Source: an optimization exercise on an open RTL-to-GDS flow (aim: small area). Production flows keep margins and buffers that such runs may drop.
The RTL was checked by simulation tests, not by an equivalence proof against the original design.
Power and IR drop assume default switching activity.

--- flow/run.sh ---
#!/bin/bash
# synth_recipe.tcl (not shown) runs the flow's synth.tcl, then flattens the netlist and writes it again
# the make line also repeats each setting of config.mk as NAME=value (left out here)
make -C /OpenROAD-flow-scripts/flow DESIGN_CONFIG=/design/flow/config.mk WORK_HOME=/design/flow/orfs CLKGATE_MAP_FILE= SYNTH_SCRIPT=/design/flow/synth_recipe.tcl finish
--- flow/config.mk ---
export PLATFORM = sky130hd
export DESIGN_NAME = usb_cdc_interface
export DESIGN_NICKNAME = usb_cdc_interface
export VERILOG_FILES = /design/flow/design.v
export SDC_FILE = /design/flow/constraint.sdc
export NUM_CORES = 4
export LEC_CHECK = 0
export CAP_MARGIN = 20
export CORE_MARGIN = 2
export CORE_UTILIZATION = 40
export SLEW_MARGIN = 20
--- flow/constraint.sdc ---
create_clock -name core_clock -period 20.0 [get_ports {clk}]
set_input_delay 4.0000 -clock core_clock [delete_from_list [all_inputs] [get_ports {clk}]]
set_output_delay 4.0000 -clock core_clock [all_outputs]
set_load 0.01 [all_outputs]
--- flow/design.v ---
module usb_cdc_interface #(
    parameter PWM_CHANNELS = 4,        
    parameter SPI_MAX_CLK_DIV = 16,    
    parameter I2C_MAX_CLK_DIV = 64     
)(
    input  wire        clk,            
    input  wire        rst_n,          
    input  wire [7:0]  cdc_rx_data,    
    input  wire        cdc_rx_valid,   
    output reg  [7:0]  cdc_tx_data,    
    output reg         cdc_tx_valid,   
    input  wire        cdc_tx_ready,   
    output reg         spi_sclk,       
    output reg         spi_mosi,       
    input  wire        spi_miso,       
    output reg  [3:0]  spi_cs_n,       
    output reg         uart_tx,        
    input  wire        uart_rx,        
    output reg         uart_rts,       
    input  wire        uart_cts,       
    output reg [PWM_CHANNELS-1:0] pwm_out   
);
wire _unused_spi_miso = spi_miso;
wire _unused_uart_rx  = uart_rx;
wire _unused_uart_cts = uart_cts;
localparam FRAME_HEADER = 8'hAA;
localparam CMD_SPI_CFG  = 8'h01;
localparam CMD_SPI_TX   = 8'h02;
localparam CMD_I2C_CFG  = 8'h03;
localparam CMD_I2C_TX   = 8'h04;
localparam CMD_UART_CFG = 8'h05;
localparam CMD_UART_TX  = 8'h06;
localparam CMD_PWM_CFG  = 8'h07;
localparam CMD_STATUS   = 8'h08;
localparam S_IDLE      = 4'd0;   
localparam S_CMD       = 4'd1;   
localparam S_PARA_LEN  = 4'd2;   
localparam S_PARA      = 4'd3;   
localparam S_CHECKSUM  = 4'd4;   
localparam S_EXECUTE   = 4'd5;   
localparam S_RESPONSE  = 4'd6;   
reg [3:0] current_state, next_state;
reg [7:0] cmd_reg;               
reg [7:0] para_len_reg;          
reg [7:0] para_buf [0:63];       
reg [5:0] para_cnt;              
reg [7:0] checksum_reg;          
reg [7:0] response_buf [0:31];   
reg [5:0] response_len;          
reg [5:0] response_cnt;          
reg [3:0] spi_clk_div;           
reg       spi_cpol;              
reg       spi_cpha;              
reg [15:0] i2c_clk_div;          
reg [15:0] i2c_timeout;          
reg [15:0] uart_br_div;          
reg [1:0] uart_data_bits;        
reg       uart_stop_bits;        
reg [1:0] uart_parity;           
reg [15:0] pwm_freq [PWM_CHANNELS-1:0];  
reg [7:0]  pwm_duty [PWM_CHANNELS-1:0];  
reg i2c_sda_out, i2c_scl_out;
reg i2c_sda_en, i2c_scl_en;
integer i;
integer p;
always @(posedge clk or negedge rst_n) begin
    if (!rst_n) current_state <= S_IDLE;
    else current_state <= next_state;
end
always @(*) begin
    case (current_state)
        S_IDLE:      next_state = (cdc_rx_valid && cdc_rx_data == FRAME_HEADER) ? S_CMD : S_IDLE;
        S_CMD:       next_state = cdc_rx_valid ? S_PARA_LEN : S_CMD;
        S_PARA_LEN:  next_state = cdc_rx_valid ? S_PARA : S_PARA_LEN;
        S_PARA:      next_state = (cdc_rx_valid && para_cnt == para_len_reg - 1) ? S_CHECKSUM : S_PARA;
        S_CHECKSUM:  next_state = cdc_rx_valid ? S_EXECUTE : S_CHECKSUM;
        S_EXECUTE:   next_state = S_RESPONSE;
        S_RESPONSE:  next_state = (response_cnt == response_len) ? S_IDLE : S_RESPONSE;
        default:     next_state = S_IDLE;
    endcase
end
always @(posedge clk or negedge rst_n) begin
    if (!rst_n) cmd_reg <= 8'h00;
    else if (current_state == S_CMD && cdc_rx_valid) cmd_reg <= cdc_rx_data;
end
always @(posedge clk or negedge rst_n) begin
    if (!rst_n) para_len_reg <= 8'h00;
    else if (current_state == S_PARA_LEN && cdc_rx_valid) para_len_reg <= cdc_rx_data;
end
always @(posedge clk or negedge rst_n) begin
    if (!rst_n) begin
        para_cnt <= 6'd0;
        checksum_reg <= 8'h00;
        for (p = 0; p < 64; p = p + 1) para_buf[p] <= 8'h00;
    end else if (current_state == S_CMD && cdc_rx_valid) begin
        checksum_reg <= FRAME_HEADER ^ cdc_rx_data;
        para_cnt <= 6'd0;
    end else if (current_state == S_PARA_LEN && cdc_rx_valid) begin
        checksum_reg <= checksum_reg ^ cdc_rx_data;
        para_cnt <= 6'd0;
    end else if (current_state == S_PARA && cdc_rx_valid) begin
        para_buf[para_cnt] <= cdc_rx_data;
        checksum_reg <= checksum_reg ^ cdc_rx_data;
        para_cnt <= para_cnt + 1'b1;
    end else if (current_state == S_EXECUTE) begin
        para_cnt <= 6'd0;
    end
end
always @(posedge clk or negedge rst_n) begin
    if (!rst_n) begin
        spi_clk_div <= 4'd0;
        spi_cpol <= 1'b0;
        spi_cpha <= 1'b0;
        i2c_clk_div <= 16'd0;
        i2c_timeout <= 16'd1000;
        uart_br_div <= 16'd100;
        uart_data_bits <= 2'd0;
        uart_stop_bits <= 1'b0;
        uart_parity <= 2'd0;
        for (i = 0; i < PWM_CHANNELS; i = i + 1) begin
            pwm_freq[i] <= 16'd1000;
            pwm_duty[i] <= 8'd50;
        end
        response_len <= 6'd0;
        for (i = 0; i < 32; i = i + 1) response_buf[i] <= 8'h00;
    end else if (current_state == S_EXECUTE) begin
        if (checksum_reg == para_buf[para_len_reg[5:0]]) begin
            case (cmd_reg)
                CMD_SPI_CFG: begin
                    spi_clk_div <= para_buf[0][7:4];
                    spi_cpol <= para_buf[0][3];
                    spi_cpha <= para_buf[0][2];
                    response_buf[0] <= 8'h00;
                    response_len <= 6'd1;
                end
                CMD_PWM_CFG: begin
                    if (para_buf[0] < PWM_CHANNELS) begin
                        pwm_freq[para_buf[0]] <= {para_buf[1], para_buf[2]};
                        pwm_duty[para_buf[0]] <= para_buf[3];
                        response_buf[0] <= 8'h00;
                    end else begin
                        response_buf[0] <= 8'hFF;
                    end
                    response_len <= 6'd1;
                end
                default: begin
                    response_buf[0] <= 8'hFE;
                    response_len <= 6'd1;
                end
            endcase
        end else begin
            response_buf[0] <= 8'hFD;
            response_len <= 6'd1;
        end
    end
end
always @(posedge clk or negedge rst_n) begin
    if (!rst_n) begin
        cdc_tx_data <= 8'h00;
        cdc_tx_valid <= 1'b0;
        response_cnt <= 6'd0;
    end else if (current_state == S_RESPONSE) begin
        if (cdc_tx_ready) begin
            if (response_cnt < response_len) begin
                cdc_tx_data <= response_buf[response_cnt];
                cdc_tx_valid <= 1'b1;
                response_cnt <= response_cnt + 1'b1;
            end else begin
                cdc_tx_valid <= 1'b0;
                response_cnt <= 6'd0;
            end
        end else begin
            cdc_tx_valid <= 1'b0;
        end
    end else begin
        cdc_tx_valid <= 1'b0;
        response_cnt <= 6'd0;
    end
end
always @(posedge clk or negedge rst_n) begin
    if (!rst_n) begin
        spi_sclk <= 1'b0;
        spi_mosi <= 1'b0;
        spi_cs_n <= 4'hF;
        uart_tx <= 1'b1;
        uart_rts <= 1'b0;
    end else begin
        spi_sclk <= spi_cpol;
        uart_tx <= uart_tx;
        uart_rts <= uart_rts;
    end
end
always @(posedge clk or negedge rst_n) begin
    if (!rst_n) begin
        i2c_sda_out <= 1'b1;
        i2c_scl_out <= 1'b1;
        i2c_sda_en  <= 1'b0;
        i2c_scl_en  <= 1'b0;
    end else begin
        i2c_sda_out <= i2c_sda_out;
        i2c_scl_out <= i2c_scl_out;
        i2c_sda_en  <= 1'b0;
        i2c_scl_en  <= 1'b0;
    end
end
genvar gi;
generate
    for (gi = 0; gi < PWM_CHANNELS; gi = gi + 1) begin : pwm_gen
        reg [15:0] pwm_cnt;
        always @(posedge clk or negedge rst_n) begin
            if (!rst_n) begin
                pwm_cnt <= 16'd0;
                pwm_out[gi] <= 1'b0;
            end else begin
                pwm_cnt <= (pwm_cnt >= pwm_freq[gi]) ? 16'd0 : pwm_cnt + 1'b1;
                pwm_out[gi] <= (pwm_cnt < (pwm_freq[gi] * pwm_duty[gi]) / 100) ? 1'b1 : 1'b0;
            end
        end
    end
endgenerate
endmodule
==> impl_metrics.py <==
metrics = {
    "logic_synthesis": {
        "synth_cell_types": 166,
        "synth-main-ff-cell": "dfrtp_1",
        "async_reset_ff_share_pct": 100,
        "ys_ff_latch": 725,
        "synth_top_area_cell": "dfrtp_1",
        "synth_seq_area_share_pct": 27.1,
        "synthCells": 7120,
        "yosysWarnings": 5,
        "syn_area_per_cell_um2": 9.43,
        "synth_top_cell_area_share_pct": 25.7,
        "yosysMostFrequentCell": "dfrtp_1",
        "syn_area_um2": 67100,
        "synth_common_cells": "dfrtp_1 (689), nand2_1 (592), mux2_2 (581)",
        "synth_enable_flop_cells": 0,
        "synthTopCellsByArea": "dfrtp_1 (26%), fa_1 (10%), mux2_2 (9.7%)",
    },
    "pwr": {
        "powerDensity_nw_per_um2": 54.5,
        "p_int_mw": 2.67,
        "p_leak_nw": 33.0,
        "p_sw_mw": 1.27,
        "peakVddDrop_mv": 0.0844,
        "switching_share_pct": 32.3,
        "p_seq_share_pct": 45.9,
        "comb_power_share_pct": 16.3,
        "clock_power_share_pct": 37.9,
    },
    "layout": {
        "largest_registers": "para_buf x512, pwm_freq x64, pwm_gen.pwm_cnt x64",
        "multi_input_area_um2": 45900,
        "largest_register": "para_buf",
        "fin_cells": 9305,
        "seq_area_um2": 18200,
        "final_util_pct": 43.4,
        "largest_register_ffs": 512,
        "drive_gt1_share_pct": 16.3,
        "final_nets": 7704,
        "fillers": 16000,
        "syn_to_final_growth_pct": 7.78,
    },
    "worst_setup_path": {
        "cpLargestDelayFamily": "compound AO/OA/AOI/OAI gates",
        "crit_path_start_kind": "flip-flop",
        "rrSetupSlack_ns": 1.40,
        "cp-end-kind": "flip-flop",
        "arrival_ns": 19.15,
        "path_class": "flip-flop to flip-flop",
        "path_max_fanout": 17,
        "max_stage_delay_ns": 0.80,
        "required_ns": 20.54,
        "crit_buf_inv": 4,
        "slowest_stage": "xor2_1",
        "path_common_cell": "fa_1",
    },
    "detailed_routing": {
        "vias_per_cell": 6.06,
        "vias": 56400,
        "wl_per_cell_um": 22.1,
        "ant_nets": 0,
        "dr.first_iter.drc_count": 4992,
        "drtPass1Iterations": 6,
        "wirelength_mm": 206,
        "drc": 0,
    },
    "sta": {
        "post-route-period-util_pct": 93.0,
        "tightest_slew_ns": 1.29,
        "grt_setup_unrepaired": "false",
        "setup_slack_ns": 1.40,
        "hold_viol": 0,
        "slew_headroom_pct": 13.6,
        "fin_setup_tns_ns": 0,
        "final.setup_skew_ns": 0.0706,
        "max_freq_mhz": 53.7,
        "fin_crit_ns": 18.60,
        "drv_slew": 0,
        "setup_viol": 0,
    },
    "clocking": {
        "clkTransAtPathRegs_ns": 0.07,
        "cts_sinks": 725,
        "cts_resized": 0,
        "holdBufCountCts": 0,
        "cts_root_buf": "clkbuf_16",
        "cts_buffers": 78,
        "clockBufferDepth": 3,
        "cts_tree": "built",
        "worstSkewPairLatency_ns": 0.71,
        "cts_setup_buffers": 0,
        "ctsHtreeMaxLevel": 3,
    },
    "placed_design": {
        "dp_hpwl_mm": 148,
        "place_ws_ns": 1.61,
        "io_buffers": 25,
        "dp_cells": 9155,
        "gp_congestion": 0.950,
    },
    "die": {
        "initial_core_util_pct": 40.2,
        "die_area_um2": 171000,
        "io_pins": 36,
        "rows": 150,
        "die_width_um": 414,
        "die_y_um": 414,
        "core_area_um2": 167000,
    },
    "global_route": {
        "grt_pass1_wl_mm": 321,
        "grt_overflow": 0,
        "grt.total_usage_pct": 23.7,
        "antenna_found_initial": 4,
        "grt_max_degree": 177,
        "grt_pass1_vias": 54400,
    },
    "status": {
        "status": "no timing/DRC/antenna violations",
    },
    "hold_path": {
        "hold_class": "flip-flop to flip-flop",
    },
    "flow_run": {
        "maxCapViolCount": 0,
    },
}
==> power by group through the flow <==
stage | Clock, mW | Sequential (mW) | Combinational [mW]
global route | 1.57 | 1.82 | 0.679
detailed placement | 0 | 1.83 | 0.623
floorplan | 0 | 1.70 | 0.408
finish | 1.49 | 1.81 | 0.641
global placement | 0 | 1.82 | 0.610
CTS | 1.51 | 1.80 | 0.625
==> per-stage QoR <==
| stage | cell area (µm²) | hold WS [ns] | power (mW) |
|---|---|---|---|
| after global placement | 69600 | 0.445 | 2.43 |
| after floorplan | 67100 | 0.350 | 2.10 |
| after detailed placement | 69600 | 0.438 | 2.45 |
| final | 72300 | 0.467 | 3.94 |
| after CTS | 72300 | 0.461 | 3.93 |
| after global routing | 72300 | 0.471 | 4.06 |
==> worst reg2reg max path, delay by kind of cell (launching register included) <==
family | cells | cell delay [ns]
AO/OA/AOI/OAI | 32 | 9.64
XOR/XNOR | 5 | 2.05
adder cells (fa/ha/maj) | 7 | 3.04
buffers and inverters | 4 | 0.44
flip-flops | 1 | 0.70
multiplexers | 2 | 0.49
AND/OR/NAND/NOR | 9 | 2.17
==> cell families (layout without fill, tap and decap cells) <==
logic type               after synthesis  after routing  share of synthesized area, %
AND/OR/NAND/NOR                     2235           2235                          16.8
AO/OA/AOI/OAI                       1760           1760                          20.2
buffers and inverters                774            746                          4.63
flip-flops                           725            725                          27.1
adder cells (fa/ha/maj)              676            676                          16.3
multiplexers                         647            647                          10.8
XOR/XNOR                             301            301                          4.13
other                                  2             11                        0.0112
==> cells in the final DEF (no fill, tap or decap), drive strengths merged, types with 63 or more instances in the layout <==
cell and instances:
a31oi 75, nor2 456, o21ai 296, nand3 194
inv 477, and2 398, a221oi 118, nand2b 63
xor2 116, nand4 103, nand2 598, nor3 133
dfrtp 689, o211ai 74, buf 113, a21o 96
a21oi 281, fa 336, xnor2 184, clkbuf 110
ha 320, mux2 587, a211oi 90, a22o 114
==> cell type report <==
type                       instances  area share, %
tap                             2204           3.81
clock inverter                    34          0.545
timing repair buffer             129           1.43
clock buffer                     110           3.10
sequential                       725           25.1
multi-input combinational       5626           63.5
inverter                         473           2.46
antenna                            4         0.0138
==> routing by layer <==
| metal | part of all wire, % | vias to the layer above | track usage, % |
|---|---|---|---|
| met1 | 44 | 28400 | 32.9 |
| met2 | 45 | 1919 | 37.1 |
| met3 | 7.0 | 391 | 3.90 |
| met4 | 3.9 | 2 | 8.48 |
| li1 | - | 25700 | - |
| met5 | 0.0063 | - | 0 |
==> worst paths after layout <==
path | start | to | depth (start not counted)
max in group asynchronous | rst_n | pwm_gen[0].pwm_cnt[11] | 3
setup / recovery | pwm_duty[2][6] | pwm_out[2] | 59
min in group asynchronous | rst_n | response_cnt[2] | 1
hold / removal | spi_cpol | spi_sclk | 0
hold reg to reg | spi_cpol | spi_sclk | 0
setup reg to reg | pwm_duty[2][6] | pwm_out[2] | 59

static timing again, ports no longer ideal:
In the flow no input, the clock included, has a driving cell. The finished layout below was timed again as built, in two steps. Step 1: set_driving_cell puts a clkbuf_16 on clk and a buf_2 on each other input, an assumption about the parent block. Step 2 times the ports against the registers' clock, not the clock port: input delays grow and output delays shrink by t, the midpoint of the rising clock arrivals with the driver on. Slacks: no drivers / after step 1 / after step 2; pairs: no drivers / after step 1.
shift t [ns]: 0.739
setup slack, ns: 1.395 / 1.395 / 1.395
hold WS [ns]: 0.467 / 0.467 / 0.467
After both steps setup and hold are still met in this run. The setup slack of this run moves by 0.000 ns with the drivers and by 0.000 ns with both steps.
